This is an optimization exercise on Yosys and OpenROAD, whose aim is a short achievable clock period and few clock cycles, not a production implementation. Where RTL was checked, it was by simulation tests only, not by an equivalence proof against the original. Function not checked in run 7: the RTL went through the layout flow alone. Power figures rest on the tool's default switching activity, not on a simulated workload.

**design/flow/design.v**
```verilog
`timescale 1ns / 1ps
module cpu_wrapper(
    clk, rst, carry_in,
    imem_addr, imem_data,
    dmem_addr, dmem_we, dmem_wdata, dmem_rdata,
    io_out, halted
    );
    input clk; input rst;
    input carry_in;
    output wire [7:0] imem_addr;
    input wire [7:0] imem_data;
    output wire [7:0] dmem_addr;
    output wire dmem_we;
    output wire [7:0] dmem_wdata;
    input wire [7:0] dmem_rdata;
    output wire [7:0] io_out;
    output wire halted;
    reg [7:0] alt_q;     
    reg       we_q;      
    reg       halt_q;    
    reg       dv_q;      
    reg       ir_v;      
    reg       hz_q;      
    reg [7:0] r0, r1, r2, r3;
    reg       z_q, c_q, n_q;
    reg [7:0] ret_q;
    reg [7:0] io_q;
    reg       pend_v;    
    reg       io_pend;   
    reg [7:0] ir_q;      
    reg [7:0] opa, opb;  
    reg [7:0] ma_n, mb_n;  
    reg [7:0] da_n, dw_n;  
    wire [7:0] ma = ~ma_n, mb = ~mb_n;
    reg       pend_mul;  
    reg [1:0] pend_dst;
    reg [15:0] mul_s, mul_c;
    reg        mul_z;
    reg k_alu;     
    reg k_cwe;     
    reg k_mult, k_ld, k_wr, k_rd, k_jmp, k_jcc, k_call, k_ret, k_wrio, k_brk, k_two;
    reg k_and, k_or, k_xor, k_add, k_sub, k_shl, k_shr, k_neg;
    reg k_ca;      
    reg k_cs;      
    reg k_fl;      
    reg k_ror;     
    wire [7:0] b = imem_data;
    wire b_alu2  = ~b[7];
    wire b_mult  = (b[7:4] == 4'b0011);
    wire b_shift = (b[7:4] == 4'b1000);
    wire b_neg   = (b[7:4] == 4'b1001) & (b[1:0] == 2'b00);
    wire b_ld    = (b[7:4] == 4'b1001) & (b[1:0] == 2'b11);
    wire b_wr    = (b[7:4] == 4'b1010);
    wire b_rd    = (b[7:4] == 4'b1011);
    wire b_jmp   = (b[7:3] == 5'b11000);
    wire b_jcc   = (b[7:3] == 5'b11001);
    wire b_call  = (b[7:3] == 5'b11010);
    wire b_ret   = (b[7:3] == 5'b11011);
    wire b_wrio  = (b[7:4] == 4'b1110);
    wire b_brk   = (b == 8'hFF);
    wire b_rdrd  = b_alu2 | b_shift | b_neg | b_wr;         
    wire b_rdrr  = b_alu2 | b_wr | b_rd | b_wrio;           
    wire [1:0] fd = ir_q[3:2];
    wire [7:0] nir;
    wire n_alu2  = ~nir[7];
    wire n_mult  = (nir[7:4] == 4'b0011);
    wire n_shift = (nir[7:4] == 4'b1000);
    wire n_neg   = (nir[7:4] == 4'b1001) & (nir[1:0] == 2'b00);
    wire n_ld    = (nir[7:4] == 4'b1001) & (nir[1:0] == 2'b11);
    wire n_wr    = (nir[7:4] == 4'b1010);
    wire n_rd    = (nir[7:4] == 4'b1011);
    wire n_jmp   = (nir[7:3] == 5'b11000);
    wire n_jcc   = (nir[7:3] == 5'b11001);
    wire n_call  = (nir[7:3] == 5'b11010);
    wire n_ret   = (nir[7:3] == 5'b11011);
    wire n_wrio  = (nir[7:4] == 4'b1110);
    wire n_brk   = (nir == 8'hFF);
    wire exec  = ir_v & ~hz_q & ~k_brk;
    wire stall = ir_v & (hz_q | k_brk);
    wire [8:0] sa  = {1'b0, opa} + {1'b0, opb} + {8'b0, k_ca};
    wire [8:0] ss  = {1'b0, opa} + {1'b0, ~opb} + {8'b0, k_cs};
    wire       za  = ((opa ^ opb)  == {opa[6:0] | opb[6:0], k_ca});
    wire       zs  = ((opa ^ ~opb) == {opa[6:0] | ~opb[6:0], k_cs});
    wire [7:0] lo_or = {|opa[6:0], |opa[5:0], |opa[4:0], |opa[3:0], |opa[2:0], |opa[1:0], opa[0], 1'b0};
    wire [7:0] negv = opa ^ lo_or;
    wire [7:0] shl  = {opa[6:0], k_fl};
    wire [7:0] shr  = {k_ror ? k_fl : opa[7], opa[7:1]};
    wire [7:0] alu_o = ({8{k_and}} & (opa & opb)) |
                       ({8{k_or }} & (opa | opb)) |
                       ({8{k_xor}} & (opa ^ opb)) |
                       ({8{k_shl}} & shl) |
                       ({8{k_shr}} & shr) |
                       ({8{k_neg}} & negv);
    wire [7:0] alu_y = k_add ? sa[7:0] : k_sub ? ss[7:0] : alu_o;
    wire alu_z = (k_and & ((opa & opb) == 8'd0)) |
                 (k_or  & ((opa | opb) == 8'd0)) |
                 (k_xor & (opa == opb)) |
                 (k_add & za) |
                 (k_sub & zs) |
                 (k_shl & (shl == 8'd0)) |
                 (k_shr & (shr == 8'd0)) |
                 (k_neg & (opa == 8'd0));
    wire alu_c = (k_add & sa[8]) |
                 (k_sub & ~ss[8]) |
                 (k_shl & opa[7]) |
                 (k_shr & opa[0]) |
                 (k_neg & ~negv[7] & ~opa[7]);
    wire alu_we = exec & k_alu;
    wire [15:0] pp0 = mb[0] ? {8'b0, ma}       : 16'd0;
    wire [15:0] pp1 = mb[1] ? {7'b0, ma, 1'b0} : 16'd0;
    wire [15:0] pp2 = mb[2] ? {6'b0, ma, 2'b0} : 16'd0;
    wire [15:0] pp3 = mb[3] ? {5'b0, ma, 3'b0} : 16'd0;
    wire [15:0] pp4 = mb[4] ? {4'b0, ma, 4'b0} : 16'd0;
    wire [15:0] pp5 = mb[5] ? {3'b0, ma, 5'b0} : 16'd0;
    wire [15:0] pp6 = mb[6] ? {2'b0, ma, 6'b0} : 16'd0;
    wire [15:0] pp7 = mb[7] ? {1'b0, ma, 7'b0} : 16'd0;
    wire [15:0] s1a = pp0 ^ pp1 ^ pp2, c1a = ((pp0 & pp1) | (pp0 & pp2) | (pp1 & pp2)) << 1;
    wire [15:0] s1b = pp3 ^ pp4 ^ pp5, c1b = ((pp3 & pp4) | (pp3 & pp5) | (pp4 & pp5)) << 1;
    wire [15:0] s2a = s1a ^ c1a ^ s1b, c2a = ((s1a & c1a) | (s1a & s1b) | (c1a & s1b)) << 1;
    wire [15:0] s2b = c1b ^ pp6 ^ pp7, c2b = ((c1b & pp6) | (c1b & pp7) | (pp6 & pp7)) << 1;
    wire [15:0] s3  = s2a ^ c2a ^ s2b, c3  = ((s2a & c2a) | (s2a & s2b) | (c2a & s2b)) << 1;
    wire [15:0] s4  = s3 ^ c3 ^ c2b,   c4  = ((s3 & c3) | (s3 & c2b) | (c3 & c2b)) << 1;
    wire [15:0] prod = mul_s + mul_c;
    wire taken = exec & (k_jmp | k_call |
                 (k_jcc & ((z_q & ir_q[1]) | (c_q & ir_q[2]) | (n_q & ir_q[0]))));
    wire late_ret = exec & k_ret;
    wire accept = dv_q & ~stall & ~(exec & k_two) & ~late_ret;
    assign imem_addr  = alt_q;
    assign dmem_addr  = ~da_n;
    assign dmem_wdata = ~dw_n;
    assign dmem_we    = we_q;
    assign io_out     = io_q;
    assign halted     = halt_q;
    wire       ld_we    = exec & k_ld;
    wire [7:0] pend_val = pend_mul ? prod[7:0] : dmem_rdata;
    wire [3:0] wsel = {fd == 2'd3, fd == 2'd2, fd == 2'd1, fd == 2'd0};
    wire [3:0] psel = {4{pend_v}} & {pend_dst == 2'd3, pend_dst == 2'd2, pend_dst == 2'd1, pend_dst == 2'd0};
    wire [3:0] asel = {4{alu_we}} & wsel;
    wire [3:0] lsel = {4{ld_we}} & wsel;
    wire [7:0] r0_o = lsel[0] ? imem_data : psel[0] ? pend_val : r0;
    wire [7:0] r1_o = lsel[1] ? imem_data : psel[1] ? pend_val : r1;
    wire [7:0] r2_o = lsel[2] ? imem_data : psel[2] ? pend_val : r2;
    wire [7:0] r3_o = lsel[3] ? imem_data : psel[3] ? pend_val : r3;
    wire [7:0] r0_n = asel[0] ? alu_y : r0_o;
    wire [7:0] r1_n = asel[1] ? alu_y : r1_o;
    wire [7:0] r2_n = asel[2] ? alu_y : r2_o;
    wire [7:0] r3_n = asel[3] ? alu_y : r3_o;
    assign nir = stall ? ir_q : imem_data;
    reg  [7:0] opa_o, opb_o;
    always @(*) begin
        case (nir[3:2])
            2'd0: opa_o = r0_o; 2'd1: opa_o = r1_o; 2'd2: opa_o = r2_o; default: opa_o = r3_o;
        endcase
        case (nir[1:0])
            2'd0: opb_o = r0_o; 2'd1: opb_o = r1_o; 2'd2: opb_o = r2_o; default: opb_o = r3_o;
        endcase
    end
    wire [7:0] opa_n = (alu_we & (fd == nir[3:2])) ? alu_y : opa_o;
    wire [7:0] opb_n = (alu_we & (fd == nir[1:0])) ? alu_y : opb_o;
    wire       pend_v_n = exec & (k_rd | k_mult);
    wire [3:0] pd    = {4{pend_v_n}} & wsel;       
    wire       hz_n  = accept & ((b_rdrd & pd[b[3:2]]) | (b_rdrr & pd[b[1:0]]) | (exec & k_mult & b_jcc));
    wire       ir_v_n  = stall ? ir_v : accept;
    wire       brk_n   = stall ? k_brk : b_brk;
    wire       ret_n   = stall ? k_ret : b_ret;
    wire       stall_n = ir_v_n & (hz_n | brk_n);
    wire       lret_n  = ir_v_n & ~hz_n & ~brk_n & ret_n;
    wire [7:0] ret_nq  = (exec & k_call) ? alt_q : ret_q;
    wire       hold_n  = (stall & k_brk) | (accept & (hz_n | b_brk));
    wire       sret_n  = accept & b_ret;
    wire [7:0] alt_n   = taken ? imem_data : hold_n ? alt_q : sret_n ? ret_nq : alt_q + 8'd1;
    wire       exec_n  = ir_v_n & ~hz_n & ~brk_n;
    wire       wr_n    = stall ? k_wr : b_wr;
    always @(posedge clk or posedge rst) begin
        if (rst) begin
            alt_q <= 8'h00; we_q <= 1'b0; halt_q <= 1'b0; dv_q <= 1'b0;
            ir_v <= 1'b0; hz_q <= 1'b0;
            r0 <= 8'h00; r1 <= 8'h00; r2 <= 8'h00; r3 <= 8'h00;
            z_q <= 1'b0; c_q <= 1'b0; n_q <= 1'b0;
            ret_q <= 8'h00; io_q <= 8'h00;
            pend_v <= 1'b0; io_pend <= 1'b0;
        end else begin
            alt_q <= alt_n;
            dv_q  <= stall ? dv_q : ~taken;
            we_q  <= exec_n & wr_n;
            halt_q <= ir_v_n & brk_n & ~(exec & k_wrio);
            ir_v  <= ir_v_n;
            hz_q  <= hz_n;
            if (exec & k_call) ret_q <= alt_q;
            if (alu_we) begin z_q <= alu_z; n_q <= alu_y[7]; end
            else if (pend_v & pend_mul) z_q <= mul_z;
            if (alu_we & k_cwe) c_q <= alu_c;
            else if (pend_v & pend_mul) c_q <= prod[15];
            r0 <= r0_n; r1 <= r1_n; r2 <= r2_n; r3 <= r3_n;
            pend_v  <= pend_v_n;
            io_pend <= exec & k_wrio;
            if (io_pend) io_q <= dmem_rdata;
        end
    end
    always @(posedge clk) begin
        opa <= opa_n; opb <= opb_n;
        ma_n <= ~opa_n; mb_n <= ~opb_n;
        da_n <= ~opb_n; dw_n <= ~opa_n;
        pend_mul <= k_mult;
        pend_dst <= fd;
        mul_s <= s4; mul_c <= c4; mul_z <= (ma == 8'd0) | (mb == 8'd0);
        ir_q    <= nir;
        k_alu   <= (n_alu2 & ~n_mult) | n_shift | n_neg;
        k_cwe   <= (n_alu2 & (nir[6:4] >= 3'd4)) | n_shift | n_neg;
        k_mult  <= n_mult;
        k_ld    <= n_ld;
        k_wr    <= n_wr;
        k_rd    <= n_rd;
        k_jmp   <= n_jmp;
        k_jcc   <= n_jcc;
        k_call  <= n_call;
        k_ret   <= n_ret;
        k_wrio  <= n_wrio;
        k_brk   <= n_brk;
        k_two   <= n_ld | n_jmp | n_jcc | n_call;
        k_and   <= n_alu2 & (nir[6:4] == 3'd0);
        k_or    <= n_alu2 & (nir[6:4] == 3'd1);
        k_xor   <= n_alu2 & (nir[6:4] == 3'd2);
        k_add   <= n_alu2 & (nir[6:5] == 2'b10);
        k_sub   <= n_alu2 & (nir[6:5] == 2'b11);
        k_ca    <= nir[4] & carry_in;
        k_cs    <= ~(nir[4] & carry_in);
        k_shl   <= n_shift & ~nir[0];
        k_shr   <= n_shift & nir[0];
        k_neg   <= n_neg;
        k_fl    <= nir[1] & carry_in;
        k_ror   <= nir[1];
    end
endmodule
```
**design/flow/flow/run.sh**
```bash
#!/bin/bash
# The standard layout (the standard.sh), with one change: synthesis leaves
# adders as plain gates for abc instead of mapping them onto the library's
# full/half adder cells (ADDER_MAP_FILE empty), which gives faster carry logic.
# Registers are the standard synthesis's: the adder step never touches them.
set -euo pipefail
bash standard.sh ADDER_MAP_FILE= finish > standard_finish.log 2>&1
```
**design/flow/standard.sh**
```bash
#!/bin/bash
# synth_recipe.tcl (not shown) runs the flow's synth.tcl, then flattens the netlist and writes it again
# the make line also repeats each setting of config.mk as NAME=value (left out here)
make -C /OpenROAD-flow-scripts/flow DESIGN_CONFIG=/design/flow/config.mk WORK_HOME=/design/flow/orfs CLKGATE_MAP_FILE= SYNTH_SCRIPT=/design/flow/synth_recipe.tcl "${@:-finish}"
```
**design/flow/config.mk**
```make
export PLATFORM = sky130hd
export DESIGN_NAME = cpu_wrapper
export DESIGN_NICKNAME = cpu_wrapper
export VERILOG_FILES = /design/flow/design.v
export SDC_FILE = /design/flow/constraint.sdc
export NUM_CORES = 4
export LEC_CHECK = 0
export ABC_CLOCK_PERIOD_IN_PS = 2200
export CAP_MARGIN = 20
export CORE_MARGIN = 2
export CORE_UTILIZATION = 35
export PLACE_DENSITY_LB_ADDON = 0.2
export SETUP_SLACK_MARGIN = 4.3
export SLEW_MARGIN = 20
```
**design/flow/constraint.sdc**
```tcl
create_clock -name core_clock -period 6.5 [get_ports {clk}]
set_input_delay 1.3000 -clock core_clock [delete_from_list [all_inputs] [get_ports {clk}]]
set_output_delay 1.3000 -clock core_clock [all_outputs]
set_load 0.01 [all_outputs]
```
==> results of run 1 <==
report_power, final:
| group | total [mW] | internal [mW] | switching (mW) |
|---|---|---|---|
| clock network | 1.06 | 0.629 | 0.428 |
| logic | 5.44 | 2.68 | 2.77 |
| registers | 1.84 | 1.41 | 0.428 |
| total | 8.34 | 4.72 | 3.62 |
registers in the layout, indices dropped and copies added (netlist names), 8 cells and up:
signal and cells:
ir_q 8, r3 8, io_q 8, r2 8, ret_q 8, alt_q 8, opa 8, r0 8
da_n 8, r1 8, opb 8, dw_n 8, mul_c 11, mul_s 15
final cells by class:
| type | instances | area (um^2) |
|---|---|---|
| clock buffer | 23 | 500 |
| clock inverter | 9 | 120 |
| fill | 2749 | 15100 |
| inverter | 55 | 241 |
| multi-input combinational | 1029 | 8340 |
| sequential | 160 | 3650 |
| tap | 396 | 495 |
| timing repair buffer | 236 | 2190 |
| timing repair inverter | 3 | 22.5 |
synthesized netlist by cell type, types with 13 or more instances:
cell type    n  share of area (%)
buf_2       26                1.2
inv_1       53                1.8
xor2_1      35                2.8
o211ai_1    19                1.3
o21ai_0     79                3.6
nor2_1     150                5.1
dfrtp_1     66                 15
nor3_1      24                1.1
nand3_1     45                2.1
maj3_1      26                2.4
clkbuf_1    64                2.2
mux2_2      45                4.6
a221oi_1    13                1.0
a21oi_1     66                3.0
xnor2_1     73                5.8
a31oi_1     19                1.1
nand2_1    135                4.6
and3_1      13               0.74
o31ai_1     13               0.89
a211oi_1    13               0.89
dfxtp_1     94                 17
mux2i_1     48                4.4
cell usage in the layout (no fill, tap or decap), types with 19 or more instances in the layout:
cell type	instances
xor2_1	25
a21oi_1	52
dfxtp_4	27
mux2i_4	19
nand2_1	127
buf_4	142
nor3_1	20
o21ai_0	40
xnor2_1	46
buf_12	19
dfrtp_1	61
dfxtp_1	60
inv_1	30
mux2i_1	30
nor2_1	126
o21ai_1	29
clkbuf_16	19
mux2_4	26
nand3_1	34
o211ai_1	19
xnor2_2	25
buf_6	52
mux2_2	19
repair_timing:
item | 4_1_cts | 5_1_grt
buffers inserted | 123 | 56
endpoints found under the setup margin | 156 | 194
gates resized for setup | 561 | 148
pin swaps | 101 | 78
cloned | 4 | 1
stage by stage:
stage | cell area (um^2) | power [mW] | worst slack, ps | util (%) | hold slack [ps]
after floorplan | 11200 | 4.65 | 3720 | - | 329
after global placement | 11700 | 5.50 | 2420 | 38.3 | 393
after detailed placement | 11700 | 5.52 | 2400 | 38.3 | 393
after CTS | 14400 | 7.52 | 4110 | 47.0 | 400
after global routing | 15600 | 8.87 | 3930 | 50.7 | 400
final | 15600 | 8.34 | 4010 | 50.7 | 395
worst register-to-register path: cells and delay by family, from the launching register on:
family	cells	cell delay, ps
buffers and inverters	2	450
flip-flops	1	440
AO/OA/AOI/OAI	3	710
AND/OR/NAND/NOR	3	720
metal layers:
| layer | global-route usage (%) | up-vias | share of wire (%) |
|---|---|---|---|
| li1 | - | 5100 | - |
| met5 | 0 | - | 0 |
| met3 | 3.83 | 81 | 6.5 |
| met4 | 6.81 | 0 | 2.8 |
| met2 | 36.1 | 443 | 47 |
| met1 | 31.2 | 5276 | 44 |
worst max path at each step:
stage                       startpoint  endpoint  slack, ps  depth (start not counted)
after CTS                 imem_data[5]  alt_q[0]       4110                          8
after global routing      imem_data[3]  alt_q[5]       3930                          9
after global placement    imem_data[0]     k_alu       2420                          5
after floorplan           imem_data[0]  alt_q[4]       3720                          9
final                     imem_data[3]  alt_q[5]       4010                          9
after detailed placement  imem_data[0]     k_cwe       2400                          5
kinds of logic after synthesis:
kind of cell / Yosys count / share of synthesized area, %
AO/OA/AOI/OAI: 335 / 20.9
XOR/XNOR: 113 / 9.64
AND/OR/NAND/NOR: 456 / 19.4
flip-flops: 160 / 32.3
buffers and inverters: 152 / 5.65
adder cells (fa/ha/maj): 28 / 2.59
multiplexers: 95 / 9.44
==> impl_metrics.env, run 1 <==
export IMPL_dpl_cell_count=1695
export IMPL_critPathMaxFanout=6
export IMPL_fmax_mhz=401
export IMPL_crit_type="input pin to flip-flop"
export IMPL_finalNonFillerCells=1911
export IMPL_max_stage_delay_ps=320
export IMPL_synth_area_per_cell_um2=8.17
export IMPL_antenna_found_initial=0
export IMPL_syn_area_mm2=0.0109
export IMPL_drc_errors=0
export IMPL_hold_start="k_mult"
export IMPL_port_buffers=52
export IMPL_globalplace_congestion=0.856
export IMPL_root_buffer="clkbuf_16"
export IMPL_r2r_end="opa[2]"
export IMPL_hold_viol_final=0
export IMPL_clk_pin_slew_ps=70
export IMPL_synthFlopType="dfxtp_1"
export IMPL_r2r_slack_ps=4080
export IMPL_fp_dieH_um=181
export IMPL_cp_arrival_ps=2800
export IMPL_clockBufferDepth=2
export IMPL_antennaDiodeCount=0
export IMPL_routed_via_density=5.70
export IMPL_rows=64
export IMPL_fin_nets=1521
export IMPL_holdPathEnd="pend_mul"
export IMPL_cts_tree="built"
export IMPL_end_kind="flip-flop"
export IMPL_syn_nets=1358
export IMPL_cellPowerDensity_mw_per_mm2=536
export IMPL_rr_startpoint="hz_q"
export IMPL_maxSlewHeadroom_pct=50.1
export IMPL_clkLatencyLatePin_ps=440
export IMPL_leakage_nw=6.29
export IMPL_area_growth_syn_to_layout_pct=42.3
export IMPL_vias=10900
export IMPL_cts_hold_fix_buffers=0
export IMPL_start_kind="input pin"
export IMPL_start_util_pct=35.6
export IMPL_tightest_slew_ps=748
export IMPL_netlist_instances=1339
export IMPL_ys_types=89
export IMPL_ys_seq_area_share_pct=32.3
export IMPL_skew_ps=16.7
export IMPL_worst_path_buf_inv=2
export IMPL_ys_ff_latch=160
export IMPL_core_area_mm2=0.0307
export IMPL_numCtsBuffers=17
export IMPL_wire_per_inst_um=20.0
export IMPL_fin_crit_ps=2490
export IMPL_cap_viol_max_count=0
export IMPL_grt_pass1_vias=10166
export IMPL_crit_family="compound AO/OA/AOI/OAI gates"
export IMPL_rsz0062_at_grt="yes"
export IMPL_path_cells="buf_12 -> xnor2_4 -> nand2_2 -> o32ai_2 -> o21ai_1 -> a21o_2 -> clkinvlp_4 -> o31ai_1 -> a22oi_1"
export IMPL_maxSlewViolCount=0
export IMPL_drt_iter0_drc=944
export IMPL_peakVddDrop_mv=0.476
export IMPL_cts_num_sinks=160
export IMPL_async_flop_share_pct=41.3
export IMPL_grt_usage_pct=22.6
export IMPL_crit_slowest_cell="o31ai_1"
export IMPL_status="finished clean"
export IMPL_place_hpwl_um=23800
export IMPL_grt_pass1_wl_um=58400
export IMPL_yosys_warnings=1
export IMPL_overflow=0
export IMPL_ant_nets=0
export IMPL_setup_viol=0
export IMPL_tns_ps=0
export IMPL_worstRegToRegCells=8
export IMPL_worstHoldPathCells=0
export IMPL_io_pins=53
export IMPL_synth_edf_count=0
export IMPL_wl_um=38200
export IMPL_h_tree_depth=4
export IMPL_min_delay_path_class="flip-flop to flip-flop"
export IMPL_grt_max_degree=67
export IMPL_die_w_um=181
export IMPL_dr_pass1_iters=6
export IMPL_drive_gt1_share_pct=40.6
export IMPL_required_ps=6810
export IMPL_period_share_pct=38.3
export IMPL_fp_dieArea_mm2=0.0327
Testbench counts, summed over its fixed seeds: cycles 21,532.
==> inputs of run 2 (changes only) <==
==> design/flow/config.mk (replaced) <==
export PLATFORM = sky130hd
export DESIGN_NAME = cpu_wrapper
export DESIGN_NICKNAME = cpu_wrapper
export VERILOG_FILES = /design/flow/design.v
export SDC_FILE = /design/flow/constraint.sdc
export NUM_CORES = 4
export LEC_CHECK = 0
export ABC_CLOCK_PERIOD_IN_PS = 1800
export CAP_MARGIN = 20
export CORE_MARGIN = 2
export CORE_UTILIZATION = 40
export SETUP_SLACK_MARGIN = 4.6
export SLEW_MARGIN = 20
==> impl_metrics.env, run 2 <==
export IMPL_critPathMaxFanout=4
export IMPL_clockBufferDepth=2
export IMPL_synthFlopType="dfxtp_1"
export IMPL_mostFrequentLayoutCells="buf_4, nand2_1, nor2_1"
export IMPL_ys_ff_latch=160
export IMPL_seqPwrFrac_pct=20.3
export IMPL_syn_area_mm2=0.0109
export IMPL_start_util_pct=40.7
export IMPL_antenna_found_initial=0
export IMPL_drt_iter0_drc=1313
export IMPL_cellPowerDensity_mw_per_mm2=546
export IMPL_die_w_um=169
export IMPL_synth_most_common_cell="nor2_1"
export IMPL_multiInputGateArea_mm2=0.00893
export IMPL_cts_tree="built"
export IMPL_cap_viol_max_count=0
export IMPL_fillCellCount=2143
export IMPL_cts_hold_fix_buffers=0
export IMPL_grt_usage_pct=27.3
export IMPL_vias=11515
export IMPL_area_growth_syn_to_layout_pct=51.3
export IMPL_clk_pin_slew_ps=70
export IMPL_top_register="mul_s"
export IMPL_async_flop_share_pct=41.3
export IMPL_routed_via_density=6.08
export IMPL_globalplace_congestion=0.920
export IMPL_grt_max_degree=67
export IMPL_wire_per_inst_um=21.3
export IMPL_yosys_warnings=1
export IMPL_netlist_instances=1339
export IMPL_clkLatencyLatePin_ps=440
export IMPL_core_area_mm2=0.0269
export IMPL_maxSlewHeadroom_pct=54.5
export IMPL_tightest_slew_ps=678
export IMPL_grt_pass1_wl_um=61200
export IMPL_fin_crit_ps=2500
export IMPL_period_share_pct=38.5
export IMPL_ff_latch_area_mm2=0.00365
export IMPL_fmax_mhz=399
export IMPL_status="finished clean"
export IMPL_finalPower_mw=9.03
export IMPL_port_buffers=52
export IMPL_wl_um=40400
export IMPL_cp_arrival_ps=2810
export IMPL_synth_top_area_share_pct=17.2
export IMPL_end_kind="flip-flop"
export IMPL_numCtsBuffers=17
export IMPL_leakage_nw=6.62
export IMPL_cts_num_sinks=160
export IMPL_sw_frac_of_total_pct=44.1
export IMPL_grt_pass1_vias=10964
export IMPL_rows=60
export IMPL_skew_ps=10.3
export IMPL_crit_type="input pin to flip-flop"
export IMPL_h_tree_depth=4
export IMPL_syn_nets=1358
export IMPL_synth_edf_count=0
export IMPL_synth_area_leaders="dfxtp_1, dfrtp_1, xnor2_1"
export IMPL_io_pins=53
export IMPL_hold_viol_final=0
export IMPL_overflow=0
export IMPL_rsz0062_at_grt="yes"
export IMPL_synth_common_cells="nor2_1, nand2_1, dfxtp_1"
export IMPL_place_hpwl_um=23600
export IMPL_power_frac_comb_pct=68.6
export IMPL_dr_pass1_iters=8
export IMPL_min_delay_path_class="flip-flop to flip-flop"
export IMPL_antennaDiodeCount=0
export IMPL_synth_area_per_cell_um2=8.17
export IMPL_peakVddDrop_mv=0.613
export IMPL_fp_dieArea_mm2=0.0287
export IMPL_fp_dieH_um=169
export IMPL_drc_errors=0
export IMPL_clkPwrFrac_pct=11.1
export IMPL_drive_gt1_share_pct=47.8
export IMPL_ant_nets=0
export IMPL_top_regs="mul_s x15, mul_c x11"
export IMPL_r2r_slack_ps=4120
export IMPL_p_int_mw=5.05
export IMPL_setup_viol=0
export IMPL_largest_register_ffs=15
export IMPL_ys_seq_area_share_pct=32.3
export IMPL_maxSlewViolCount=0
export IMPL_final_common_cell="buf_4"
export IMPL_required_ps=6810
export IMPL_ys_types=89
export IMPL_switchingPower_mw=3.98
export IMPL_tns_ps=0
export IMPL_fin_util_pct=61.5
export IMPL_start_kind="input pin"
export IMPL_fin_nets=1559
export IMPL_yosysTopAreaCell="dfxtp_1"
export IMPL_root_buffer="clkbuf_16"
run 2: area by class of cell:
cell class / instances / share of cell area (%)
clock buffers: 20 / 2.76
inverters: 55 / 1.55
repair buffers: 273 / 16.2
flip-flops and latches: 160 / 22.1
clock inverters: 12 / 0.734
multi-input cells: 1030 / 54.0
repair inverters: 3 / 0.121
well taps: 341 / 2.58
run 2: cells by family after synthesis:
kind of cell / Yosys count / synth area share, %
and+or+nand+nor: 456 / 19.4
AOI/OAI and AO/OA: 335 / 20.9
DFF: 160 / 32.3
buffers and inverters: 152 / 5.65
xor gates and xnor gates: 113 / 9.64
muxes: 95 / 9.44
adders and majority gates: 28 / 2.59
run 2: path summary, 6_finish.rpt:
path	startpoint	end	depth (start not counted)
max in group asynchronous	rst	hz_q	3
setup / recovery	dmem_rdata[1]	opa[1]	8
setup reg to reg	hz_q	opa[1]	9
hold reg to reg	k_mult	pend_mul	0
hold / removal	k_mult	pend_mul	0
min in group asynchronous	rst	io_q[4]	3
run 2: timing repair:
action,in CTS,in global routing
endpoints found under the setup margin,231,141
buffers inserted,167,48
pin swaps,159,88
resized for setup,641,147
gates cloned,7,0
run 2: worst max-delay path: stages:
cell,delay [ps]
buf_6,90
mux2_4,300
mux2_4,280
mux2i_4,260
nand2_1,130
nand3_1,120
nand3_1,120
a21boi_2,220
run 2: through the flow:
| stage | setup slack (ps) | cell area, um^2 | hold slack, ps | instances |
|---|---|---|---|---|
| finish | 4000 | 16500 | 409 | 1894 |
| global route | 4000 | 16500 | 422 | 1894 |
| CTS | 4150 | 15400 | 395 | 1846 |
| detailed placement | 2270 | 12000 | 381 | 1640 |
| global placement | 2430 | 12000 | 384 | 1640 |
| floorplan | 3720 | 11700 | 329 | 1339 |
run 2: power groups by stage:
stage / sequential, mW / combinational [mW] / clock (mW)
after floorplan: 1.57 / 3.41 / 0
after global placement: 1.96 / 3.75 / 0
after detailed placement: 1.96 / 3.81 / 0
after CTS: 1.81 / 5.38 / 1.00
after global routing: 1.87 / 6.59 / 1.06
final: 1.84 / 6.19 / 1.00
run 2: routing by layer:
| layer | track usage (%) | vias to the layer above | share of wire (%) |
|---|---|---|---|
| li1 | - | 5191 | - |
| met1 | 36.4 | 5638 | 41 |
| met2 | 44.7 | 578 | 48 |
| met3 | 4.59 | 108 | 7.6 |
| met4 | 9.51 | 0 | 3.3 |
| met5 | 0 | - | 0 |
==> inputs of run 3 (changes only) <==
--- a/design/flow/config.mk
+++ b/design/flow/config.mk
@@ -11,3 +11,3 @@
 export CORE_UTILIZATION = 40
-export SETUP_SLACK_MARGIN = 4.6
+export SETUP_SLACK_MARGIN = 4.4
 export SLEW_MARGIN = 20
==> impl_metrics.env, run 3 <==
export IMPL_wl_um=40700
export IMPL_ys_ff_latch=160
export IMPL_ant_nets=0
export IMPL_clockBufferDepth=2
export IMPL_stdcell_area_mm2=0.0165
export IMPL_numCtsBuffers=17
export IMPL_synth_area_per_cell_um2=8.17
export IMPL_r2r_slack_ps=4160
export IMPL_critPathMaxFanout=4
export IMPL_antennaDiodeCount=0
export IMPL_period_share_pct=37.4
export IMPL_syn_nets=1358
export IMPL_grtUsageMet3_pct=4.64
export IMPL_grt_pass1_wl_um=59700
export IMPL_ys_seq_area_share_pct=32.3
export IMPL_synth_edf_count=0
export IMPL_grtUsageMet2_pct=43.1
export IMPL_status="finished clean"
export IMPL_cp_arrival_ps=2750
export IMPL_top_register="mul_s"
export IMPL_rows=60
export IMPL_fin_crit_ps=2430
export IMPL_cap_viol_max_count=0
export IMPL_synth_area_leaders="dfxtp_1, dfrtp_1, xnor2_1"
export IMPL_wire_per_inst_um=21.4
export IMPL_place_area_mm2=0.0117
export IMPL_r2r_end="da_n[5]"
export IMPL_overflow=0
export IMPL_mostFrequentLayoutCells="buf_4, nand2_1, nor2_1"
export IMPL_rr_startpoint="hz_q"
export IMPL_end_kind="flip-flop"
export IMPL_io_pins=53
export IMPL_clk_pin_slew_ps=70
export IMPL_tightest_slew_ps=804
export IMPL_synthFlopType="dfxtp_1"
export IMPL_peakVddDrop_mv=0.541
export IMPL_maxSlewHeadroom_pct=46.3
export IMPL_die_w_um=169
export IMPL_setup_viol=0
export IMPL_holdPathEnd="pend_mul"
export IMPL_grt_max_degree=67
export IMPL_final_common_cell="buf_4"
export IMPL_maxSlewViolCount=0
export IMPL_tns_ps=0
export IMPL_antenna_found_initial=0
export IMPL_root_buffer="clkbuf_16"
export IMPL_grt_busiest_layer="met2"
export IMPL_worstRegToRegCells=10
export IMPL_top_regs="mul_s x15, mul_c x11"
export IMPL_min_delay_path_class="flip-flop to flip-flop"
export IMPL_routed_via_density=6.04
export IMPL_h_tree_depth=4
export IMPL_cts_tree="built"
export IMPL_drive_gt1_share_pct=47.2
export IMPL_crit_type="input pin to flip-flop"
export IMPL_synth_most_common_cell="nor2_1"
export IMPL_drt_iter0_drc=1040
export IMPL_grt_pass1_vias=10715
export IMPL_fp_dieH_um=169
export IMPL_netlist_instances=1339
export IMPL_yosys_warnings=1
export IMPL_start_util_pct=40.7
export IMPL_dr_pass1_iters=5
export IMPL_drc_errors=0
export IMPL_syn_area_mm2=0.0109
export IMPL_hold_start="k_mult"
export IMPL_rsz0062_at_grt="yes"
export IMPL_area_growth_syn_to_layout_pct=51.1
export IMPL_place_hpwl_um=23300
export IMPL_fp_dieArea_mm2=0.0287
export IMPL_cellPowerDensity_mw_per_mm2=547
export IMPL_start_kind="input pin"
export IMPL_largest_register_ffs=15
export IMPL_port_buffers=52
export IMPL_crit_path_start="dmem_rdata[1]"
export IMPL_core_area_mm2=0.0269
export IMPL_vias=11470
export IMPL_hold_viol_final=0
export IMPL_cts_num_sinks=160
export IMPL_yosysTopAreaCell="dfxtp_1"
export IMPL_clkLatencyLatePin_ps=450
export IMPL_grt_usage_pct=26.5
export IMPL_skew_ps=14.7
export IMPL_worstHoldPathCells=0
export IMPL_required_ps=6820
export IMPL_grt_use_met1_pct=35.2
export IMPL_fin_nets=1565
export IMPL_async_flop_share_pct=41.3
export IMPL_fmax_mhz=412
export IMPL_ys_types=89
export IMPL_leakage_nw=6.69
export IMPL_globalplace_congestion=0.915
export IMPL_synth_top_area_share_pct=17.2
export IMPL_synth_common_cells="nor2_1, nand2_1, dfxtp_1"
## run 3: cell counts after synthesis
Identical to the previous run, type by type.
## run 3: cell type report
cell class	instances	area [um^2]
Fill cell	2098	10400
Inverter	55	256
Timing Repair inverter	1	8.76
Tap cell	341	427
Multi-Input combinational cell	1028	8880
Sequential cell	160	3650
Timing Repair Buffer	283	2730
Clock buffer	19	453
Clock inverter	13	115
## run 3: power by group
group | switching [mW] | internal [mW]
sequential | 0.415 | 1.41
clock | 0.464 | 0.524
combinational | 3.12 | 3.11
## run 3: routing by layer
layer / up-vias / share of wire (%) / wire length (um)
met5: - / 0 / 0
met4: 0 / 3.8 / 1550
met3: 123 / 7.2 / 2910
met2: 536 / 48 / 19600
met1: 5613 / 41 / 16700
li1: 5198 / - / -
## run 3: worst max-delay path by stage
stage	to	slack, ps	cells past startpoint
2_1_floorplan	alt_q[4]	3720	9
3_3_place_gp	k_alu	2400	5
3_5_place_dp	k_alu	2340	5
4_1_cts	alt_q[4]	4140	9
5_1_grt	opa[1]	4020	8
6_report	opb[1]	4070	8
## run 3: worst max-delay path, cell delays in order
cell and delay, ps:
buf_6 90, mux2_4 300, mux2_4 290, mux2i_4 200, nand2_1 130, o211ai_1 150
nand3_4 100, a21boi_2 160
## run 3: metrics by stage
stage / power, mW / instances / hold slack (ps) / utilization, % / setup slack, ps
detailed placement: 5.52 / 1640 / 385 / 43.5 / 2340
global route: 9.50 / 1900 / 391 / 61.5 / 4020
global placement: 5.46 / 1640 / 388 / 43.5 / 2400
floorplan: 4.66 / 1339 / 329 / - / 3720
CTS: 7.94 / 1824 / 387 / 56.0 / 4140
finish: 9.04 / 1900 / 382 / 61.5 / 4070
## run 3: what timing repair did
item,CTS,global route
hold buffers,0,0
gates resized for setup,650,188
endpoints found under the setup margin,228,131
buffers inserted,149,73
pin swaps,148,100
gates cloned,3,3
## run 3: kinds of logic after synthesis
group / Yosys count / synth area share [%]
and+or+nand+nor: 456 / 19.4
AOI/OAI and AO/OA: 335 / 20.9
DFF: 160 / 32.3
buffers and inverters: 152 / 5.65
xor gates and xnor gates: 113 / 9.64
muxes: 95 / 9.44
adders and majority gates: 28 / 2.59
==> inputs of run 4 (changes only) <==
--- a/design/flow/config.mk
+++ b/design/flow/config.mk
@@ -7,3 +7,3 @@
 export LEC_CHECK = 0
-export ABC_CLOCK_PERIOD_IN_PS = 1800
+export ABC_CLOCK_PERIOD_IN_PS = 2000
 export CAP_MARGIN = 20
==> impl_metrics.env, run 4 <==
export IMPL_synth_top_area_share_pct=17.2
export IMPL_rows=60
export IMPL_crit_family="multiplexers"
export IMPL_cellPowerDensity_mw_per_mm2=547
export IMPL_syn_nets=1358
export IMPL_r2r_slack_ps=4160
export IMPL_ant_nets=0
export IMPL_cap_viol_max_count=0
export IMPL_fin_nets=1565
export IMPL_ys_types=89
export IMPL_fmax_mhz=412
export IMPL_h_tree_depth=4
export IMPL_grt_max_degree=67
export IMPL_end_kind="flip-flop"
export IMPL_synth_most_common_cell="nor2_1"
export IMPL_async_flop_share_pct=41.3
export IMPL_cts_hold_fix_buffers=0
export IMPL_io_pins=53
export IMPL_peakVddDrop_mv=0.541
export IMPL_ff_latch_area_mm2=0.00365
export IMPL_crit_type="input pin to flip-flop"
export IMPL_fin_crit_ps=2430
export IMPL_max_stage_delay_ps=300
export IMPL_drt_iter0_drc=1040
export IMPL_largest_register_ffs=15
export IMPL_setup_viol=0
export IMPL_numCtsBuffers=17
export IMPL_synthFlopType="dfxtp_1"
export IMPL_globalplace_congestion=0.915
export IMPL_synth_area_per_cell_um2=8.17
export IMPL_top_regs="mul_s x15, mul_c x11"
export IMPL_synth_common_cells="nor2_1, nand2_1, dfxtp_1"
export IMPL_crit_top_cell="mux2_4"
export IMPL_hold_viol_final=0
export IMPL_min_delay_path_class="flip-flop to flip-flop"
export IMPL_antenna_found_initial=0
export IMPL_synth_area_leaders="dfxtp_1, dfrtp_1, xnor2_1"
export IMPL_fin_util_pct=61.5
export IMPL_rr_startpoint="hz_q"
export IMPL_drive_gt1_share_pct=47.2
export IMPL_worst_path_buf_inv=1
export IMPL_die_w_um=169
export IMPL_status="finished clean"
export IMPL_path_cells="buf_6 -> mux2_4 -> mux2_4 -> mux2i_4 -> nand2_1 -> o211ai_1 -> nand3_4 -> a21boi_2"
export IMPL_grt_pass1_wl_um=59700
export IMPL_worstRegToRegCells=10
export IMPL_cp_arrival_ps=2750
export IMPL_grt_usage_pct=26.5
export IMPL_routed_via_density=6.04
export IMPL_cts_tree="built"
export IMPL_synth_edf_count=0
export IMPL_rsz0062_at_grt="yes"
export IMPL_critPathMaxFanout=4
export IMPL_start_util_pct=40.7
export IMPL_yosys_warnings=1
export IMPL_fp_dieH_um=169
export IMPL_ys_seq_area_share_pct=32.3
export IMPL_cts_num_sinks=160
export IMPL_tightest_slew_ps=804
export IMPL_overflow=0
export IMPL_leakage_nw=6.69
export IMPL_yosysTopAreaCell="dfxtp_1"
export IMPL_holdPathEnd="pend_mul"
export IMPL_start_kind="input pin"
export IMPL_dr_pass1_iters=5
export IMPL_syn_area_mm2=0.0109
export IMPL_maxSlewHeadroom_pct=46.3
export IMPL_maxSlewViolCount=0
export IMPL_mostFrequentLayoutCells="buf_4, nand2_1, nor2_1"
export IMPL_core_area_mm2=0.0269
export IMPL_ys_ff_latch=160
export IMPL_clkLatencyLatePin_ps=450
export IMPL_vias=11470
export IMPL_crit_slowest_cell="mux2_4"
export IMPL_netlist_instances=1339
export IMPL_port_buffers=52
export IMPL_grt_pass1_vias=10715
export IMPL_multiInputGateArea_mm2=0.00888
export IMPL_fp_dieArea_mm2=0.0287
export IMPL_required_ps=6820
export IMPL_period_share_pct=37.4
export IMPL_tns_ps=0
export IMPL_finalPower_mw=9.04
export IMPL_wl_um=40700
export IMPL_root_buffer="clkbuf_16"
export IMPL_final_common_cell="buf_4"
export IMPL_drc_errors=0
export IMPL_antennaDiodeCount=0
export IMPL_clk_pin_slew_ps=70
export IMPL_r2r_end="da_n[5]"
export IMPL_area_growth_syn_to_layout_pct=51.1
export IMPL_hold_start="k_mult"
export IMPL_wire_per_inst_um=21.4
export IMPL_clockBufferDepth=2
export IMPL_top_register="mul_s"
export IMPL_fillCellCount=2098
export IMPL_skew_ps=14.7
export IMPL_worstHoldPathCells=0
export IMPL_place_hpwl_um=23300
[run 4: cell counts in the layout (fill, tap and decap cells not counted)]
No cell type changed its count.
[run 4: per-stage QoR]
stage	worst slack, ps	cell area, um^2	cells	hold slack (ps)
6_report	4070	16500	1900	382
5_1_grt	4020	16500	1900	391
4_1_cts	4140	15000	1824	387
2_1_floorplan	3720	11300	1339	329
3_5_place_dp	2340	11700	1640	385
3_3_place_gp	2400	11700	1640	388
[run 4: cell families (layout without fill, tap and decap cells)]
| group | Yosys count | after routing | synth area share, % |
|---|---|---|---|
| compound gates | 335 | 336 | 20.9 |
| xor+xnor | 113 | 113 | 9.64 |
| fa+ha+maj | 28 | 28 | 2.59 |
| buf+inv | 152 | 371 | 5.65 |
| flops | 160 | 160 | 32.3 |
| mux | 95 | 95 | 9.44 |
| simple gates | 456 | 456 | 19.4 |
[run 4: area by class of cell]
class	count	share of cell area, %
Multi-Input combinational cell	1028	53.8
Sequential cell	160	22.1
Timing Repair Buffer	283	16.5
Clock buffer	19	2.74
Tap cell	341	2.58
Inverter	55	1.55
Clock inverter	13	0.697
Timing Repair inverter	1	0.0530
[run 4: worst max-delay path by stage]
stage	from	endpoint	slack, ps	cells after the start
2_1_floorplan	imem_data[0]	alt_q[4]	3720	9
3_3_place_gp	imem_data[0]	k_alu	2400	5
3_5_place_dp	imem_data[0]	k_alu	2340	5
4_1_cts	imem_data[5]	alt_q[4]	4140	9
5_1_grt	dmem_rdata[1]	opa[1]	4020	8
6_report	dmem_rdata[1]	opb[1]	4070	8
[run 4: power by group]
group / total [mW] / internal (mW) / switching [mW]
sequential: 1.83 / 1.41 / 0.415
clock: 0.987 / 0.524 / 0.464
combinational: 6.23 / 3.11 / 3.12
total: 9.04 / 5.04 / 4.00
[run 4: metal layers]
layer | up-vias | track usage [%] | part of all wire [%]
li1 | 5198 | - | -
met1 | 5613 | 35.2 | 41
met2 | 536 | 43.1 | 48
met3 | 123 | 4.64 | 7.2
met4 | 0 | 10.4 | 3.8
met5 | - | 0 | 0
[run 4: repair_timing]
action,in CTS,in global routing
pin swaps,148,100
cloned,3,3
endpoints found under the setup margin,228,131
buffers inserted,149,73
gates resized for setup,650,188
==> inputs of run 5 (changes only) <==
--- a/design/flow/config.mk
+++ b/design/flow/config.mk
@@ -10,3 +10,3 @@
 export CORE_MARGIN = 2
-export CORE_UTILIZATION = 40
+export CORE_UTILIZATION = 45
 export SETUP_SLACK_MARGIN = 4.4
==> impl_metrics.env, run 5 <==
export IMPL_status="finished clean"
export IMPL_finalNonFillerCells=1868
export IMPL_final_common_cell="buf_4"
export IMPL_worst_path_buf_inv=3
export IMPL_setup_viol=0
export IMPL_crit_top_cell="o21ai_1"
export IMPL_cellPowerDensity_mw_per_mm2=545
export IMPL_synthFlopType="dfxtp_1"
export IMPL_largest_register_ffs=15
export IMPL_cts_tree="built"
export IMPL_synth_area_leaders="dfxtp_1, dfrtp_1, xnor2_1"
export IMPL_fin_nets=1550
export IMPL_area_growth_syn_to_layout_pct=49.9
export IMPL_clkLatencyLatePin_ps=430
export IMPL_wire_per_inst_um=21.5
export IMPL_wl_um=40200
export IMPL_mostFrequentLayoutCells="buf_4, nor2_1, nand2_1"
export IMPL_finalPower_mw=8.93
export IMPL_hold_viol_final=0
export IMPL_netlist_instances=1339
export IMPL_stdcell_area_mm2=0.0164
export IMPL_critPathMaxFanout=7
export IMPL_tightest_slew_ps=667
export IMPL_syn_nets=1358
export IMPL_synth_edf_count=0
export IMPL_grtUsageMet2_pct=48.4
export IMPL_overflow=0
export IMPL_io_pins=53
export IMPL_fp_dieH_um=160
export IMPL_drive_gt1_share_pct=45.4
export IMPL_antennaDiodeCount=0
export IMPL_top_regs="mul_s x15, mul_c x11"
export IMPL_crit_slowest_cell="o31a_1"
export IMPL_tns_ps=0
export IMPL_top_register="mul_s"
export IMPL_routed_via_density=6.05
export IMPL_grt_pass1_wl_um=59300
export IMPL_grt_max_degree=67
export IMPL_period_share_pct=37.7
export IMPL_rows=57
export IMPL_peakVddDrop_mv=0.542
export IMPL_port_buffers=52
export IMPL_ant_nets=0
export IMPL_root_buffer="clkbuf_16"
export IMPL_max_stage_delay_ps=310
export IMPL_fin_util_pct=68.0
export IMPL_yosysTopAreaCell="dfxtp_1"
export IMPL_start_util_pct=45.4
export IMPL_fmax_mhz=409
export IMPL_grt_usage_pct=29.2
export IMPL_h_tree_depth=4
export IMPL_grt_pass1_vias=10534
export IMPL_numCtsBuffers=17
export IMPL_rsz0062_at_grt="yes"
export IMPL_grtUsageMet3_pct=4.78
export IMPL_dpl_cell_count=1623
export IMPL_syn_area_mm2=0.0109
export IMPL_synth_common_cells="nor2_1, nand2_1, dfxtp_1"
export IMPL_core_area_mm2=0.0241
export IMPL_die_w_um=160
export IMPL_antenna_found_initial=0
export IMPL_cts_num_sinks=160
export IMPL_globalplace_congestion=0.893
export IMPL_async_flop_share_pct=41.3
export IMPL_dr_pass1_iters=6
export IMPL_maxSlewHeadroom_pct=55.2
export IMPL_fin_crit_ps=2450
export IMPL_fp_dieArea_mm2=0.0256
export IMPL_min_delay_path_class="flip-flop to flip-flop"
export IMPL_yosys_warnings=1
export IMPL_synth_most_common_cell="nor2_1"
export IMPL_end_kind="flip-flop"
export IMPL_crit_family="compound AO/OA/AOI/OAI gates"
export IMPL_ys_seq_area_share_pct=32.3
export IMPL_drc_errors=0
export IMPL_vias=11295
export IMPL_cap_viol_max_count=0
export IMPL_cp_arrival_ps=2790
export IMPL_leakage_nw=6.61
export IMPL_place_area_mm2=0.0117
export IMPL_start_kind="input pin"
export IMPL_clockBufferDepth=2
export IMPL_drt_iter0_drc=1090
export IMPL_required_ps=6840
export IMPL_grt_use_met1_pct=38.6
export IMPL_maxSlewViolCount=0
export IMPL_grt_busiest_layer="met2"
export IMPL_place_hpwl_um=23200
export IMPL_ys_types=89
export IMPL_skew_ps=6.76
export IMPL_synth_top_area_share_pct=17.2
export IMPL_synth_area_per_cell_um2=8.17
export IMPL_path_cells="buf_12 -> o31a_1 -> o32ai_2 -> o21ai_1 -> a21o_2 -> clkinvlp_4 -> buf_8 -> o21ai_1 -> a31oi_1"
export IMPL_ys_ff_latch=160
export IMPL_clk_pin_slew_ps=70
export IMPL_crit_type="input pin to flip-flop"
-- run 5: cell counts after synthesis --
Identical to the previous run, type by type.
-- run 5: final cells by class --
class	instances	area, um^2
multi-input combinational	1028	8790
fill	1817	7720
sequential	160	3650
timing repair buffer	269	2680
clock buffer	20	447
tap	324	405
inverter	55	239
clock inverter	12	181
-- run 5: where the power goes --
group	switching, mW	internal (mW)	total (mW)
registers	0.441	1.41	1.85
clock network	0.430	0.656	1.09
logic	3.04	2.95	5.99
-- run 5: worst paths after layout --
path,startpoint,endpoint,slack (ps),cells past startpoint
worst min register to register,k_mult,pend_mul,390,0
min in group asynchronous,rst,io_q[2],1400,3
max in group asynchronous,rst,ir_v,4580,3
worst max-delay path,imem_data[5],alt_q[0],4050,9
worst min-delay path,k_mult,pend_mul,390,0
worst max register to register,opa[0],r1[7],4090,8
-- run 5: logic make-up (layout without fill, tap and decap cells) --
kind of cell | count (synthesis) | after routing | share of synthesized area [%]
simple gates | 456 | 457 | 19.4
compound gates | 335 | 335 | 20.9
flops | 160 | 160 | 32.3
xor+xnor | 113 | 113 | 9.64
fa+ha+maj | 28 | 28 | 2.59
buf+inv | 152 | 356 | 5.65
mux | 95 | 95 | 9.44
-- run 5: metrics by stage --
step	setup slack, ps	hold slack (ps)
after global placement	2720	385
after CTS	4120	394
final	4050	388
after global routing	4030	400
after detailed placement	2650	382
after floorplan	3720	329
-- run 5: repair_timing --
| item | CTS | global route |
|---|---|---|
| hold buffers | 0 | 0 |
| endpoints found under the setup margin | 228 | 132 |
| setup buffers | 135 | 75 |
| gates resized for setup | 639 | 171 |
| pin swaps | 127 | 114 |
| gates cloned | 2 | 1 |
-- run 5: worst register-to-register path: stages (launching register included) --
cell and delay (ps):
dfxtp_4 410, maj3_2 280, a221o_1 260, a21oi_2 100
o31a_2 410, a21oi_4 180, mux2i_4 350, clkbuf_16 210
a31oi_1 90
-- run 5: per-layer routing --
layer	up-vias	share of wire [%]
met5	-	0
met4	0	3.6
met3	112	7.1
met2	523	49
met1	5490	40
li1	5170	-
==> inputs of run 6 (changes only) <==
--- a/design/flow/config.mk
+++ b/design/flow/config.mk
@@ -10,4 +10,5 @@
 export CORE_MARGIN = 2
-export CORE_UTILIZATION = 45
-export SETUP_SLACK_MARGIN = 4.4
+export CORE_UTILIZATION = 40
+export CTS_CLUSTER_SIZE = 20
+export SETUP_SLACK_MARGIN = 4.5
 export SLEW_MARGIN = 20
==> impl_metrics.env, run 6 <==
export IMPL_status="finished clean"
export IMPL_tightest_slew_ps=685
export IMPL_synth_edf_count=0
export IMPL_yosysTopAreaCell="dfxtp_1"
export IMPL_switchingPower_mw=4.08
export IMPL_power_frac_comb_pct=69.2
export IMPL_grt_pass1_vias=10769
export IMPL_fmax_mhz=418
export IMPL_syn_nets=1358
export IMPL_cts_hold_fix_buffers=0
export IMPL_mostFrequentLayoutCells="buf_4, nand2_1, nor2_1"
export IMPL_sw_frac_of_total_pct=44.3
export IMPL_fp_dieArea_mm2=0.0287
export IMPL_required_ps=6820
export IMPL_min_delay_path_class="flip-flop to flip-flop"
export IMPL_crit_family="compound AO/OA/AOI/OAI gates"
export IMPL_setup_viol=0
export IMPL_ant_nets=0
export IMPL_crit_type="input pin to flip-flop"
export IMPL_grt_max_degree=67
export IMPL_grt_busiest_layer="met2"
export IMPL_clk_pin_slew_ps=70
export IMPL_netlist_instances=1339
export IMPL_root_buffer="clkbuf_16"
export IMPL_grt_use_met1_pct=35.2
export IMPL_fillCellCount=2086
export IMPL_cts_num_sinks=160
export IMPL_vias=11484
export IMPL_rsz0062_at_grt="yes"
export IMPL_clockBufferDepth=2
export IMPL_area_growth_syn_to_layout_pct=51.9
export IMPL_fin_nets=1558
export IMPL_cellPowerDensity_mw_per_mm2=555
export IMPL_tns_ps=0
export IMPL_overflow=0
export IMPL_fp_dieH_um=169
export IMPL_synth_most_common_cell="nor2_1"
export IMPL_drt_iter0_drc=988
export IMPL_antenna_found_initial=0
export IMPL_start_util_pct=40.7
export IMPL_ys_types=89
export IMPL_wl_um=40900
export IMPL_final_common_cell="buf_4"
export IMPL_p_int_mw=5.14
export IMPL_grtUsageMet2_pct=43.1
export IMPL_yosys_warnings=1
export IMPL_numCtsBuffers=17
export IMPL_h_tree_depth=4
export IMPL_maxSlewViolCount=0
export IMPL_worst_path_buf_inv=2
export IMPL_synth_area_per_cell_um2=8.17
export IMPL_wire_per_inst_um=21.6
export IMPL_leakage_nw=6.64
export IMPL_cap_viol_max_count=0
export IMPL_antennaDiodeCount=0
export IMPL_grtUsageMet3_pct=4.76
export IMPL_dr_pass1_iters=5
export IMPL_syn_area_mm2=0.0109
export IMPL_clkLatencyLatePin_ps=440
export IMPL_crit_slowest_cell="a21o_2"
export IMPL_drc_errors=0
export IMPL_fin_crit_ps=2390
export IMPL_seqPwrFrac_pct=20.0
export IMPL_clkPwrFrac_pct=10.8
export IMPL_worst_hold_slack_ps=400
export IMPL_place_hpwl_um=23400
export IMPL_core_area_mm2=0.0269
export IMPL_top_register="mul_s"
export IMPL_ys_ff_latch=160
export IMPL_largest_register_ffs=15
export IMPL_period_share_pct=36.8
export IMPL_synth_common_cells="nor2_1, nand2_1, dfxtp_1"
export IMPL_synthFlopType="dfxtp_1"
export IMPL_hold_viol_final=0
export IMPL_rows=60
export IMPL_io_pins=53
export IMPL_top_regs="mul_s x15, mul_c x11"
export IMPL_cp_arrival_ps=2710
export IMPL_path_cells="buf_12 -> xnor2_2 -> nand2_2 -> o32ai_2 -> o21ai_1 -> a21o_2 -> buf_6 -> a31oi_4 -> a22oi_2"
export IMPL_synth_top_area_share_pct=17.2
export IMPL_fin_util_pct=61.8
export IMPL_routed_via_density=6.07
export IMPL_async_flop_share_pct=41.3
export IMPL_die_w_um=169
export IMPL_skew_ps=11.7
export IMPL_maxSlewHeadroom_pct=54.4
export IMPL_drive_gt1_share_pct=47.9
export IMPL_critPathMaxFanout=5
export IMPL_synth_area_leaders="dfxtp_1, dfrtp_1, xnor2_1"
export IMPL_grt_pass1_wl_um=60500
export IMPL_max_stage_delay_ps=290
export IMPL_globalplace_congestion=0.927
export IMPL_start_kind="input pin"
export IMPL_peakVddDrop_mv=0.518
export IMPL_ys_seq_area_share_pct=32.3
export IMPL_port_buffers=52
export IMPL_cts_tree="built"
export IMPL_grt_usage_pct=26.9
export IMPL_end_kind="flip-flop"
run 6: cell counts after synthesis:
No cell type changed its count.
run 6: power groups by stage:
| stage | logic (mW) | registers (mW) | clock network, mW |
|---|---|---|---|
| after detailed placement | 3.64 | 1.93 | 0 |
| after floorplan | 3.18 | 1.56 | 0 |
| after global routing | 6.79 | 1.88 | 1.05 |
| after global placement | 3.59 | 1.93 | 0 |
| after CTS | 5.28 | 1.80 | 1.00 |
| final | 6.38 | 1.84 | 0.998 |
run 6: layout make-up:
type / count / area [um^2] / area share (%)
flip-flops and latches: 160 / 3660 / 22.0
repair inverters: 3 / 22.5 / 0.136
repair buffers: 273 / 2710 / 16.3
well taps: 341 / 427 / 2.57
inverters: 55 / 239 / 1.44
multi-input cells: 1029 / 8980 / 54.1
clock buffers: 18 / 429 / 2.58
clock inverters: 14 / 145 / 0.874
run 6: what timing repair did:
action | CTS | global route
endpoints found under the setup margin | 230 | 143
buffers inserted | 160 | 53
hold endpoints to repair | 0 | 0
gates cloned | 6 | 1
gates resized for setup | 649 | 193
pin swaps | 124 | 105
run 6: through the flow:
stage | cell area, um^2 | power (mW) | setup slack (ps) | std cells
floorplan | 11400 | 4.74 | 3720 | 1339
global placement | 11800 | 5.52 | 2720 | 1641
detailed placement | 11800 | 5.57 | 2690 | 1641
CTS | 15300 | 8.08 | 4160 | 1839
global route | 16600 | 9.72 | 4040 | 1893
finish | 16600 | 9.22 | 4110 | 1893
run 6: logic make-up (layout without fill, tap and decap cells):
group           count (synthesis)  after routing  synth area share, %
compound gates                335            336                 20.9
xor+xnor                      113            113                 9.64
fa+ha+maj                      28             28                 2.59
buf+inv                       152            363                 5.65
flops                         160            160                 32.3
mux                            95             95                 9.44
simple gates                  456            457                 19.4
run 6: per-layer routing:
| metal | vias up | share of wire [%] |
|---|---|---|
| li1 | 5190 | - |
| met1 | 5586 | 41 |
| met2 | 566 | 48 |
| met3 | 142 | 7.1 |
| met4 | 0 | 4.4 |
| met5 | - | 0 |
run 6: final timing paths:
path	end	start	cells after the start	slack, ps
max in group asynchronous	ir_v	rst	3	4680
setup reg to reg	da_n[7]	opb[0]	9	4130
hold / removal	pend_mul	k_mult	0	400
hold reg to reg	pend_mul	k_mult	0	400
setup / recovery	alt_q[5]	imem_data[2]	9	4110
min in group asynchronous	io_q[4]	rst	3	1400
==> inputs of run 7 (changes only) <==
--- a/design/flow/design.v
+++ b/design/flow/design.v
@@ -17,3 +17,5 @@
     output wire halted;
-    reg [7:0] alt_q;     
+    reg [7:0] ia_q;      
+    reg [7:0] alt_i;     
+    wire [7:0] alt_q = ~alt_i;
     reg       we_q;      
@@ -30,6 +32,6 @@
     reg [7:0] ir_q;      
-    reg [7:0] opa, opb;  
-    reg [7:0] ma_n, mb_n;  
-    reg [7:0] da_n, dw_n;  
-    wire [7:0] ma = ~ma_n, mb = ~mb_n;
+    reg [7:0] opa_i, opb_i;  
+    wire [7:0] opa = ~opa_i, opb = ~opb_i;
+    reg [7:0] da_q, dw_q;  
+    wire [7:0] ma = opa, mb = opb;
     reg       pend_mul;  
@@ -77,4 +79,3 @@
     wire n_brk   = (nir == 8'hFF);
-    wire exec  = ir_v & ~hz_q & ~k_brk;
-    wire stall = ir_v & (hz_q | k_brk);
+    reg  exec, stall;
     wire [8:0] sa  = {1'b0, opa} + {1'b0, opb} + {8'b0, k_ca};
@@ -127,5 +128,5 @@
     wire accept = dv_q & ~stall & ~(exec & k_two) & ~late_ret;
-    assign imem_addr  = alt_q;
-    assign dmem_addr  = ~da_n;
-    assign dmem_wdata = ~dw_n;
+    assign imem_addr  = ia_q;
+    assign dmem_addr  = da_q;
+    assign dmem_wdata = dw_q;
     assign dmem_we    = we_q;
@@ -175,4 +176,4 @@
         if (rst) begin
-            alt_q <= 8'h00; we_q <= 1'b0; halt_q <= 1'b0; dv_q <= 1'b0;
-            ir_v <= 1'b0; hz_q <= 1'b0;
+            ia_q <= 8'h00; alt_i <= 8'hFF; we_q <= 1'b0; halt_q <= 1'b0; dv_q <= 1'b0;
+            ir_v <= 1'b0; hz_q <= 1'b0; exec <= 1'b0; stall <= 1'b0;
             r0 <= 8'h00; r1 <= 8'h00; r2 <= 8'h00; r3 <= 8'h00;
@@ -182,5 +183,8 @@
         end else begin
-            alt_q <= alt_n;
+            ia_q  <= alt_n;
+            alt_i <= ~alt_n;
             dv_q  <= stall ? dv_q : ~taken;
             we_q  <= exec_n & wr_n;
+            exec  <= exec_n;
+            stall <= stall_n;
             halt_q <= ir_v_n & brk_n & ~(exec & k_wrio);
@@ -200,5 +204,4 @@
     always @(posedge clk) begin
-        opa <= opa_n; opb <= opb_n;
-        ma_n <= ~opa_n; mb_n <= ~opb_n;
-        da_n <= ~opb_n; dw_n <= ~opa_n;
+        opa_i <= ~opa_n; opb_i <= ~opb_n;
+        da_q <= opb_n; dw_q <= opa_n;
         pend_mul <= k_mult;
--- a/design/flow/config.mk
+++ b/design/flow/config.mk
@@ -7,3 +7,3 @@
 export LEC_CHECK = 0
-export ABC_CLOCK_PERIOD_IN_PS = 2000
+export ABC_CLOCK_PERIOD_IN_PS = 2400
 export CAP_MARGIN = 20
@@ -11,4 +11,3 @@
 export CORE_UTILIZATION = 40
-export CTS_CLUSTER_SIZE = 20
-export SETUP_SLACK_MARGIN = 4.5
+export SETUP_SLACK_MARGIN = 4.0
 export SLEW_MARGIN = 20
==> impl_metrics.env, run 7 <==
export IMPL_status="finished clean"
export IMPL_max_stage_delay_ps=310
export IMPL_globalplace_congestion=0.941
export IMPL_ys_types=81
export IMPL_place_hpwl_um=21300
export IMPL_numCtsBuffers=17
export IMPL_crit_family="compound AO/OA/AOI/OAI gates"
export IMPL_vias=9732
export IMPL_cap_viol_max_count=0
export IMPL_drt_iter0_drc=1032
export IMPL_tns_ps=0
export IMPL_maxSlewViolCount=0
export IMPL_hold_start="k_mult"
export IMPL_area_growth_syn_to_layout_pct=25.1
export IMPL_core_area_mm2=0.0260
export IMPL_synth_most_common_cell="nor2_1"
export IMPL_ys_seq_area_share_pct=35.7
export IMPL_fp_dieArea_mm2=0.0277
export IMPL_start_util_pct=40.7
export IMPL_dr_pass1_iters=7
export IMPL_netlist_instances=1268
export IMPL_routed_via_density=5.80
export IMPL_overflow=0
export IMPL_syn_nets=1287
export IMPL_period_share_pct=41.2
export IMPL_grt_usage_pct=23.4
export IMPL_rsz0062_at_grt="yes"
export IMPL_synthFlopType="dfxtp_1"
export IMPL_fmax_mhz=373
export IMPL_drc_errors=0
export IMPL_synth_top_area_share_pct=17.8
export IMPL_start_kind="input pin"
export IMPL_maxSlewHeadroom_pct=29.0
export IMPL_rr_startpoint="opa_i[0]"
export IMPL_finalNonFillerCells=1678
export IMPL_hold_viol_final=0
export IMPL_top_register="mul_s"
export IMPL_synth_common_cells="nor2_1, nand2_1, dfxtp_1"
export IMPL_wire_per_inst_um=19.7
export IMPL_cellPowerDensity_mw_per_mm2=536
export IMPL_h_tree_depth=4
export IMPL_ant_nets=0
export IMPL_tightest_slew_ps=1060
export IMPL_clkLatencyLatePin_ps=450
export IMPL_syn_area_mm2=0.0106
export IMPL_worstHoldPathCells=0
export IMPL_holdPathEnd="pend_mul"
export IMPL_required_ps=6890
export IMPL_crit_type="input pin to flip-flop"
export IMPL_fin_crit_ps=2680
export IMPL_setup_viol=0
export IMPL_synth_edf_count=0
export IMPL_crit_slowest_cell="a221oi_4"
export IMPL_ys_ff_latch=169
export IMPL_cts_tree="built"
export IMPL_leakage_nw=5.32
export IMPL_yosysTopAreaCell="dfxtp_1"
export IMPL_r2r_slack_ps=3980
export IMPL_top_regs="mul_s x15, mul_c x11"
export IMPL_grt_pass1_vias=9210
export IMPL_skew_ps=17.0
export IMPL_path_cells="buf_12 -> buf_6 -> a21boi_4 -> o2111ai_2 -> a31oi_4 -> a221oi_4 -> buf_12 -> buf_6 -> o21ai_4 -> a22oi_2 -> mux2_4"
export IMPL_peakVddDrop_mv=0.242
export IMPL_fp_dieH_um=167
export IMPL_cts_num_sinks=169
export IMPL_root_buffer="clkbuf_16"
export IMPL_min_delay_path_class="flip-flop to flip-flop"
export IMPL_die_w_um=167
export IMPL_fin_nets=1349
export IMPL_port_buffers=52
export IMPL_grt_pass1_wl_um=51700
export IMPL_final_common_cell="nor2_1"
export IMPL_worstRegToRegCells=11
export IMPL_end_kind="flip-flop"
export IMPL_rows=59
export IMPL_clockBufferDepth=2
export IMPL_antenna_found_initial=0
export IMPL_mostFrequentLayoutCells="nor2_1, nand2_1, xnor2_1"
export IMPL_async_flop_share_pct=44.4
export IMPL_largest_register_ffs=15
export IMPL_finalPower_mw=7.08
export IMPL_drive_gt1_share_pct=23.4
export IMPL_grt_max_degree=76
export IMPL_cts_hold_fix_buffers=0
export IMPL_antennaDiodeCount=0
export IMPL_wl_um=33100
export IMPL_r2r_end="dw_q[7]"
export IMPL_dpl_cell_count=1583
export IMPL_synth_area_per_cell_um2=8.33
export IMPL_cp_arrival_ps=3070
export IMPL_critPathMaxFanout=5
export IMPL_synth_area_leaders="dfxtp_1, dfrtp_1, xnor2_1"
export IMPL_worst_path_buf_inv=4
export IMPL_io_pins=53
export IMPL_yosys_warnings=1
export IMPL_clk_pin_slew_ps=80
run 7: cell types whose count changed after synthesis, moves of 9 or more:
cell      previous run  this run
mux2_2              45        24
nand3_1             45        27
xnor2_1             73        84
nand2_1            135       144
o31ai_1             13         4
clkbuf_1            64        47
mux2i_1             48        64
nor3_1              24        34
inv_1               53        31
a21oi_1             66        79
a31oi_1             19        10
run 7: timing repair:
item / 4_1_cts / 5_1_grt
setup buffers: 37 / 21
gates cloned: 3 / 2
gates resized for setup: 199 / 75
pin swaps: 21 / 33
hold endpoints to repair: 0 / 0
endpoints found under the setup margin: 149 / 66
run 7: power by group:
group	internal (mW)	total, mW	switching (mW)
logic	1.90	4.14	2.24
registers	1.48	1.83	0.350
clock network	0.545	1.11	0.564
run 7: logic make-up (layout without fill, tap and decap cells):
family / Yosys count / after routing / share of synthesized area (%)
compound gates: 305 / 305 / 19.1
xor+xnor: 117 / 117 / 9.83
fa+ha+maj: 31 / 31 / 3.06
buf+inv: 120 / 194 / 4.94
flops: 169 / 169 / 35.7
mux: 96 / 96 / 9.51
simple gates: 430 / 431 / 17.9
run 7: how the worst max path moves through the flow:
stage / end / slack (ps) / from / cells after the start
detailed placement: flip-flop / 2220 / imem_data[4] / 9
floorplan: opb_i[4] / 3590 / imem_data[1] / 8
global placement: ia_q[5] / 2240 / imem_data[4] / 9
global route: ia_q[5] / 3740 / imem_data[5] / 11
finish: ia_q[5] / 3820 / imem_data[5] / 11
CTS: ia_q[1] / 3860 / imem_data[0] / 11
run 7: routing by layer:
metal | GRT usage [%] | vias up | share of wire, %
li1 | - | 4581 | -
met5 | 0 | - | 0
met1 | 31.9 | 4687 | 44
met4 | 8.58 | 0 | 2.6
met3 | 3.59 | 66 | 6.6
met2 | 37.8 | 398 | 46
run 7: layout make-up:
class                           instances  area [um^2]
Sequential cell                       169         3820
Inverter                               34          131
Timing Repair Buffer                  128         1210
Fill cell                            2356        12800
Multi-Input combinational cell        980         7000
Clock buffer                           17          425
Tap cell                              335          419
Clock inverter                         15          218
run 7: metrics by stage:
step	hold slack, ps	setup slack [ps]	utilization, %	instance area [um^2]
2_1_floorplan	326	3590	-	10800
3_3_place_gp	380	2240	43.8	11400
3_5_place_dp	379	2220	43.8	11400
4_1_cts	393	3860	49.2	12800
5_1_grt	398	3740	50.9	13200
6_report	389	3820	50.9	13200
run 7: worst reg2reg max path: stages, from the launching register on:
cell and delay, ps:
dfxtp_4 360, buf_12 130, o21bai_4 170, a31oi_4 230
maj3_4 280, a21oi_2 100, a211oi_2 300, xnor2_2 170
a221oi_4 90, buf_4 170, buf_12 120, mux2_4 280

==> afterwards: timing with drivers on the ports <==
The results above use ideal ports. As a check the final layouts listed here were re-extracted and re-timed, cells and wires unchanged. Step 1 sets driving cells, clkbuf_16 on the clock port and buf_2 on the other inputs (assumed; they add their load-dependent delay and slew). Step 2, shift: input delay + t, output delay - t, t = (earliest + latest rising clock arrival at the registers) / 2. This alone moves slack from input paths to output paths. a / b / c = ideal / step 1 / step 2; a / b = the first two.
| run | shift t [ns] | setup slack, ns | clock arrival spread, ns | worst data-port slew with drivers (ns) |
|---|---|---|---|---|
| run 1 | 0.483 | 4.007 / 4.011 / 3.527 | 0.018 / 0.017 | 0.07 |
| run 2 | 0.485 | 3.996 / 4.019 / 3.534 | 0.012 / 0.012 | 0.07 |
| run 3 | 0.494 | 4.070 / 4.091 / 3.597 | 0.017 / 0.016 | 0.07 |
| run 4 | 0.494 | 4.070 / 4.091 / 3.597 | 0.017 / 0.016 | 0.07 |
| run 5 | 0.474 | 4.052 / 4.045 / 3.570 | 0.009 / 0.009 | 0.07 |
| run 6 | 0.488 | 4.105 / 4.105 / 3.617 | 0.011 / 0.012 | 0.07 |
| run 7 | 0.488 | 3.822 / 3.819 / 3.331 | 0.018 / 0.017 | 0.06 |
After both steps setup and hold are still met in every run listed. The setup slack of run 7, which loses most, moves by -0.003 ns with the drivers and by -0.491 ns with both steps.
